Background: an optimization exercise with open tools, aiming at small area. Do not read the settings as production practice. The RTL was checked by simulation tests, not by an equivalence proof against the original design. The flow treats the clock pin as an ideal source, which a real chip does not have.

==> inputs of 11-18 <==
// mem_access_top
module mem_access_top(
    input wire clk,
    input wire rst,
    input wire uart_rx,
    output wire uart_tx,
    output reg  led_captured,
    output reg  led_reset,
    output reg uart_idle,
    output reg uart_start,
    output reg uart_data
);
==> module mem_access_top, before the edit <==
module mem_access_top(
    input wire clk,
    input wire rst,
    input wire uart_rx,
    output wire uart_tx,
    output reg  led_captured,
    output reg  led_reset,
    output reg uart_idle,
    output reg uart_start,
    output reg uart_data
);
    localparam int L = 265;
    logic [9:0] cnt;
    wire tick = cnt[0] & cnt[1] & ~cnt[2] & cnt[3] & ~cnt[4] & ~cnt[5] & ~cnt[6]
              & cnt[7] & cnt[8];
    wire half = cnt[0] & cnt[1] & cnt[2] & ~cnt[3] & cnt[4] & ~cnt[6] & cnt[7]
              & ~cnt[8] & ~cnt[9];
    always_ff @(posedge clk or posedge rst)
        if (rst) cnt <= 10'b1100010111;
        else     cnt <= {cnt[8:0], ~(cnt[2] ^ cnt[9]) ^ tick};
    logic [8:0] p;
    logic [8*L-1:0] ring;
    wire  [7:0] tap = ring[8*L-1 -: 8];
    logic [7:0] we;
    logic wbit;
    wire  [7:0] rin = (we & {8{wbit}}) | (~we & tap);
    always_ff @(posedge clk) begin
        ring <= {ring[8*L-9:0], rin};
        p    <= (p[8] & p[3]) ? 9'd0 : p + 9'd1;    
    end
    localparam logic [3:0] S_D8 = 4'd0, S_IDLE = 4'd1, S_START = 4'd2,
                           S_STOP = 4'd3, S_DONE = 4'd4, S_RDY = 4'd5;
    logic [3:0] st;
    logic ri;
    always_ff @(posedge clk or posedge rst)
        if (rst) st <= S_IDLE;
        else if (tick) begin
            if (st[3])             st <= st + 4'd1;
            else if (st == S_D8)   st <= S_STOP;
            else if (st == S_IDLE) st <= uart_rx ? S_IDLE : S_START;
            else                   st <= S_IDLE;
        end else if (half) begin
            if (st == S_START) st <= 4'b1000;
        end else if (st == S_STOP) st <= uart_rx ? S_DONE : S_IDLE;
        else if (st == S_DONE) st <= S_RDY;
        else if (st == S_RDY)  st <= S_IDLE;
    always_ff @(posedge clk or posedge rst)
        if (rst) begin
            ri <= 1'b0;
            uart_idle <= 1'b0; uart_start <= 1'b0; uart_data <= 1'b0;
            led_captured <= 1'b0; led_reset <= 1'b1;
        end else begin
            if (tick && st == S_IDLE) ri <= 1'b1;
            uart_idle <= ri;
            if (st == 4'b1000) uart_start <= 1'b1;
            if (st == 4'b1001) uart_data <= 1'b1;
            if (st == S_RDY) led_captured <= 1'b1;
            led_reset <= 1'b0;
        end
    wire samp = tick & st[3];             
    wire [2:0] k = st[2:0] - 3'd1;        
    logic rbit;                           
    logic [1:0] bc;                       
    logic [1:0] typ;
    logic [7:0] addr;
    logic bpend, mpend;                   
    logic [1:0] head, tail;               
    wire hit_w   = p[8] & ((bc == 2'd0) ? p[3] : (~p[3] & (p[2] == bc[1]) & (p[1:0] == tail)));
    wire do_mem  = mpend & (p == {1'b0, addr});
    wire do_slot = bpend & ~mpend & hit_w;
    wire mem_wr  = do_mem & (typ == 2'd1);
    wire mem_rd  = do_mem & (typ != 2'd1);
    wire wen     = mem_wr | (do_slot & ((bc != 2'd0) | (k[2:1] == 2'd0)));
    wire [2:0] wlane = (bc == 2'd0) ? {tail, k[0]} : k;
    assign wbit = rbit;
    always_comb
        for (int i = 0; i < 8; i++) we[i] = wen & (wlane == i);
    logic [2:0] fsel;
    wire  [2:0] tsel = p[8] ? fsel : k;
    wire  tbit = tap[tsel];
    always_ff @(posedge clk) begin
        if (samp) rbit <= uart_rx;
        else if (mem_rd) rbit <= tbit;
        if (samp && bc == 2'd0 && st[2:0] == 3'd0) typ[0] <= uart_rx;
        if (samp && bc == 2'd0 && st[2:0] == 3'd1) typ[1] <= uart_rx;
        if (samp && bc == 2'd1) addr <= {uart_rx, addr[7:1]};
    end
    always_ff @(posedge clk or posedge rst)
        if (rst) begin
            bc <= 2'd0; bpend <= 1'b0; mpend <= 1'b0; tail <= 2'd0;
        end else begin
            if (samp) begin
                bpend <= 1'b1;
                if (bc == 2'd2 && typ != 2'd3) mpend <= 1'b1;
            end
            if (do_mem) mpend <= 1'b0;
            if (do_slot) bpend <= 1'b0;
            if (st == S_RDY) begin
                bc <= (bc == 2'd2) ? 2'd0 : bc + 2'd1;
                if (bc == 2'd2 && typ != 2'd3) tail <= tail + 2'd1;
            end
        end
    logic active;
    logic [1:0] y;            
    logic [3:0] kt;           
    logic fb;                 
    logic txo;
    assign uart_tx = txo;
    wire hit_r = p[8] & ((y == 2'd0) ? p[3] : (~p[3] & (p[2] == y[1]) & (p[1:0] == head)));
    wire [2:0] bi = kt[2:0] - 3'd1;
    assign fsel = (y == 2'd0) ? {head, bi[0]} : bi;
    always_ff @(posedge clk)
        if (hit_r) fb <= (y == 2'd0 && bi[2:1] != 2'd0) ? 1'b0 : tbit;
    always_ff @(posedge clk or posedge rst)
        if (rst) begin
            active <= 1'b0; y <= 2'd0; kt <= 4'd0; txo <= 1'b1; head <= 2'd0;
        end else if (tick) begin
            if (active) begin
                if (y == 2'd3) begin
                    txo <= 1'b1;
                    active <= 1'b0;
                    head <= head + 2'd1;
                end else begin
                    txo <= (kt == 4'd0) ? 1'b0 : (kt == 4'd9) ? 1'b1 : fb;
                    if (kt == 4'd9) begin
                        kt <= 4'd0;
                        y <= y + 2'd1;
                    end else kt <= kt + 4'd1;
                end
            end else if (head != tail) begin
                txo <= 1'b0;
                active <= 1'b1;
                y <= 2'd0;
                kt <= 4'd1;
            end
        end
endmodule
make LEC_CHECK=0 ABC_AREA=1 CAP_MARGIN=20 CORE_MARGIN=2 CORE_UTILIZATION=40 CTS_CLUSTER_DIAMETER=100 CTS_CLUSTER_SIZE=35 SLEW_MARGIN=20 finish   # period 10.0 ns
run.sh (not shown) runs the stock make flow with config.mk's settings and CLKGATE_MAP_FILE= SYNTH_SCRIPT=/design/flow/synth_recipe.tcl, a recipe that flattens the netlist after the stock synthesis.
==> 02-19 (differences from 11-18) <==
==> flow/design.v (replaced) <==
module mem_access_top(
    input wire clk,
    input wire rst,
    input wire uart_rx,
    output wire uart_tx,
    output reg  led_captured,
    output reg  led_reset,
    output reg uart_idle,
    output reg uart_start,
    output reg uart_data
);
    localparam int L = 265;
    logic [9:0] cnt;
    wire tick = (cnt == 10'd867);
    wire half = (cnt == 10'd433);
    always_ff @(posedge clk or posedge rst)
        if (rst) cnt <= '0;
        else     cnt <= tick ? 10'd0 : cnt + 10'd1;
    logic [8:0] p;
    logic [8*L-1:0] ring;
    wire  [7:0] tap = ring[8*L-1 -: 8];
    logic [7:0] we, wd;
    wire  [7:0] rin = (we & wd) | (~we & tap);
    always_ff @(posedge clk) begin
        ring <= {ring[8*L-9:0], rin};
        p    <= (p == L-1) ? 9'd0 : p + 9'd1;
    end
    localparam logic [3:0] S_IDLE = 4'd0, S_START = 4'd1, S_STOP = 4'd2,
                           S_DONE = 4'd3, S_RDY = 4'd4, S_D8 = 4'd5;
    logic [3:0] st;
    logic [7:0] sample;
    logic ri, rs, rd;
    always_ff @(posedge clk or posedge rst)
        if (rst) st <= S_IDLE;
        else if (tick) begin
            if (st[3])             st <= (st == 4'd15) ? S_D8 : st + 4'd1;
            else if (st == S_D8)   st <= S_STOP;
            else if (st == S_IDLE) st <= uart_rx ? S_IDLE : S_START;
            else                   st <= S_IDLE;
        end else if (half) begin
            if (st == S_START) st <= 4'd8;
        end else if (st == S_STOP) st <= uart_rx ? S_DONE : S_IDLE;
        else if (st == S_DONE) st <= S_RDY;
        else if (st == S_RDY)  st <= S_IDLE;
    always_ff @(posedge clk or posedge rst)
        if (rst) begin
            ri <= 1'b0; rs <= 1'b0; rd <= 1'b0;
            uart_idle <= 1'b0; uart_start <= 1'b0; uart_data <= 1'b0;
            led_captured <= 1'b0; led_reset <= 1'b1;
        end else begin
            if (tick && st == S_IDLE) ri <= 1'b1;
            if (half && st == S_START) rs <= 1'b1;
            if (tick && (st[3] || st == S_D8)) rd <= 1'b1;
            if (ri) uart_idle <= 1'b1;
            if (rs) uart_start <= 1'b1;
            if (rd) uart_data <= 1'b1;
            if (st == S_RDY) led_captured <= 1'b1;
            led_reset <= 1'b0;
        end
    logic [1:0] bc;           
    logic [1:0] typ;
    logic [7:0] addr;
    logic pend, mpend;        
    logic [2:0] head, tail;   
    wire [8:0] wslot = (bc == 2'd0) ? 9'd264 : {5'b10000, 1'b0, bc == 2'd2, tail[1:0]};
    wire do_mem  = mpend & (p == {1'b0, addr});
    wire do_slot = pend & ~mpend & (p == wslot);
    wire mem_wr  = do_mem & (typ == 2'd1);
    wire mem_rd  = do_mem & (typ != 2'd1);
    wire commit  = (bc == 2'd2) & (typ != 2'd3);
    always_comb
        for (int i = 0; i < 8; i++) begin
            we[i] = mem_wr | (do_slot & ((bc != 2'd0) | (tail[1:0] == i / 2)));
            wd[i] = (bc == 2'd0) ? sample[i % 2] : sample[i];
        end
    always_ff @(posedge clk)
        if (mem_rd) sample <= tap;
        else if (tick && st[3]) sample <= {uart_rx, sample[7:1]};
    always_ff @(posedge clk) begin
        if (do_slot && bc == 2'd0) typ <= sample[1:0];
        if (do_slot && bc == 2'd1) addr <= sample;
    end
    always_ff @(posedge clk or posedge rst)
        if (rst) begin
            bc <= 2'd0; pend <= 1'b0; mpend <= 1'b0; tail <= 3'd0;
        end else begin
            if (st == S_RDY) begin
                pend <= 1'b1;
                if (commit) mpend <= 1'b1;
            end
            if (do_mem) mpend <= 1'b0;
            if (do_slot) begin
                pend <= 1'b0;
                bc <= (bc == 2'd2) ? 2'd0 : bc + 2'd1;
                if (commit) tail <= tail + 3'd1;
            end
        end
    logic active;
    logic [1:0] y;            
    logic [3:0] k;            
    logic fb;                 
    logic txo;
    assign uart_tx = txo;
    wire [8:0] rslot = (y == 2'd0) ? 9'd264 : {5'b10000, 1'b0, y == 2'd2, head[1:0]};
    wire [2:0] bi = k[2:0] - 3'd1;
    wire [2:0] sel = (y == 2'd0) ? {head[1:0], bi[0]} : bi;
    always_ff @(posedge clk)
        if (p == rslot) fb <= (y == 2'd0 && bi[2:1] != 2'd0) ? 1'b0 : tap[sel];
    always_ff @(posedge clk or posedge rst)
        if (rst) begin
            active <= 1'b0; y <= 2'd0; k <= 4'd0; txo <= 1'b1; head <= 3'd0;
        end else if (tick) begin
            if (active) begin
                if (y == 2'd3) begin
                    txo <= 1'b1;
                    active <= 1'b0;
                    head <= head + 3'd1;
                end else begin
                    txo <= (k == 4'd0) ? 1'b0 : (k == 4'd9) ? 1'b1 : fb;
                    if (k == 4'd9) begin
                        k <= 4'd0;
                        y <= y + 2'd1;
                    end else k <= k + 4'd1;
                end
            end else if (head != tail) begin
                txo <= 1'b0;
                active <= 1'b1;
                y <= 2'd0;
                k <= 4'd1;
            end
        end
endmodule
Settings changed: ABC_AREA 1 to not set, CTS_CLUSTER_DIAMETER 100 to not set, CTS_CLUSTER_SIZE 35 to not set.
==> results.json <==
{
  "p_per_area_nw_per_um2": 250,
  "grt_use_met3_pct": 2.17,
  "worstSkewPairLatency_ns": 0.64,
  "fill_cells": 9552,
  "status": "complete, no violations",
  "ys_seq_elements": 2177,
  "synth_nets": 2550,
  "swShare_pct": 18.6,
  "synth_common_cells": "dfxtp_1 (2,129), nand2_1 (118), inv_1 (55), nor2_1 (37), o21ai_0 (33)",
  "buffers": 9,
  "dpl.cell_count": 4040,
  "syn_area_per_cell_um2": 18.0,
  "sequentialPowerShare_pct": 69.9
}
The numbers above come from 11-18.

==> results.json <==
{
  "cp_cell_sequence": "clkdlybuf4s50_1",
  "yosysTopAreaCellShare_pct": 92.3,
  "antenna_cells": 0,
  "sequentialPowerShare_pct": 55.2,
  "fill_cells": 9298,
  "ys_seq_elements": 2188,
  "synthAdderAreaFrac_pct": 0.515,
  "dieWidth_um": 344,
  "swShare_pct": 18.8,
  "syn_area_per_cell_um2": 18.6,
  "p_per_area_nw_per_um2": 291,
  "synthCells": 2484,
  "buffers": 10,
  "status": "complete, no violations"
}
The numbers above come from 02-19.

[re-timing with driven ports]
In the flow no input, the clock included, has a driving cell. The finished layouts below were timed again as built, in two steps. Step 1, drivers: a clkbuf_16 drives clk and a buf_2 each remaining input, both assumed. Step 2 also shifts input and output timing later by t, the mid clock arrival at the registers, as if the neighbouring blocks saw the same clock. a / b / c = ideal / step 1 / step 2; a / b = the first two.
| run | t, ns | setup slack, ns | slew at the worst register clock pin (ns) | worst slew at a driven data input, ns |
|---|---|---|---|---|
| 11-18 | 0.694 | 6.256 / 6.196 / 6.677 | 0.12 / 0.12 | 0.03 |
| 02-19 | 0.793 | 6.195 / 6.132 / 6.886 | 0.07 / 0.07 | 0.04 |
After both steps every run listed still meets setup and hold.
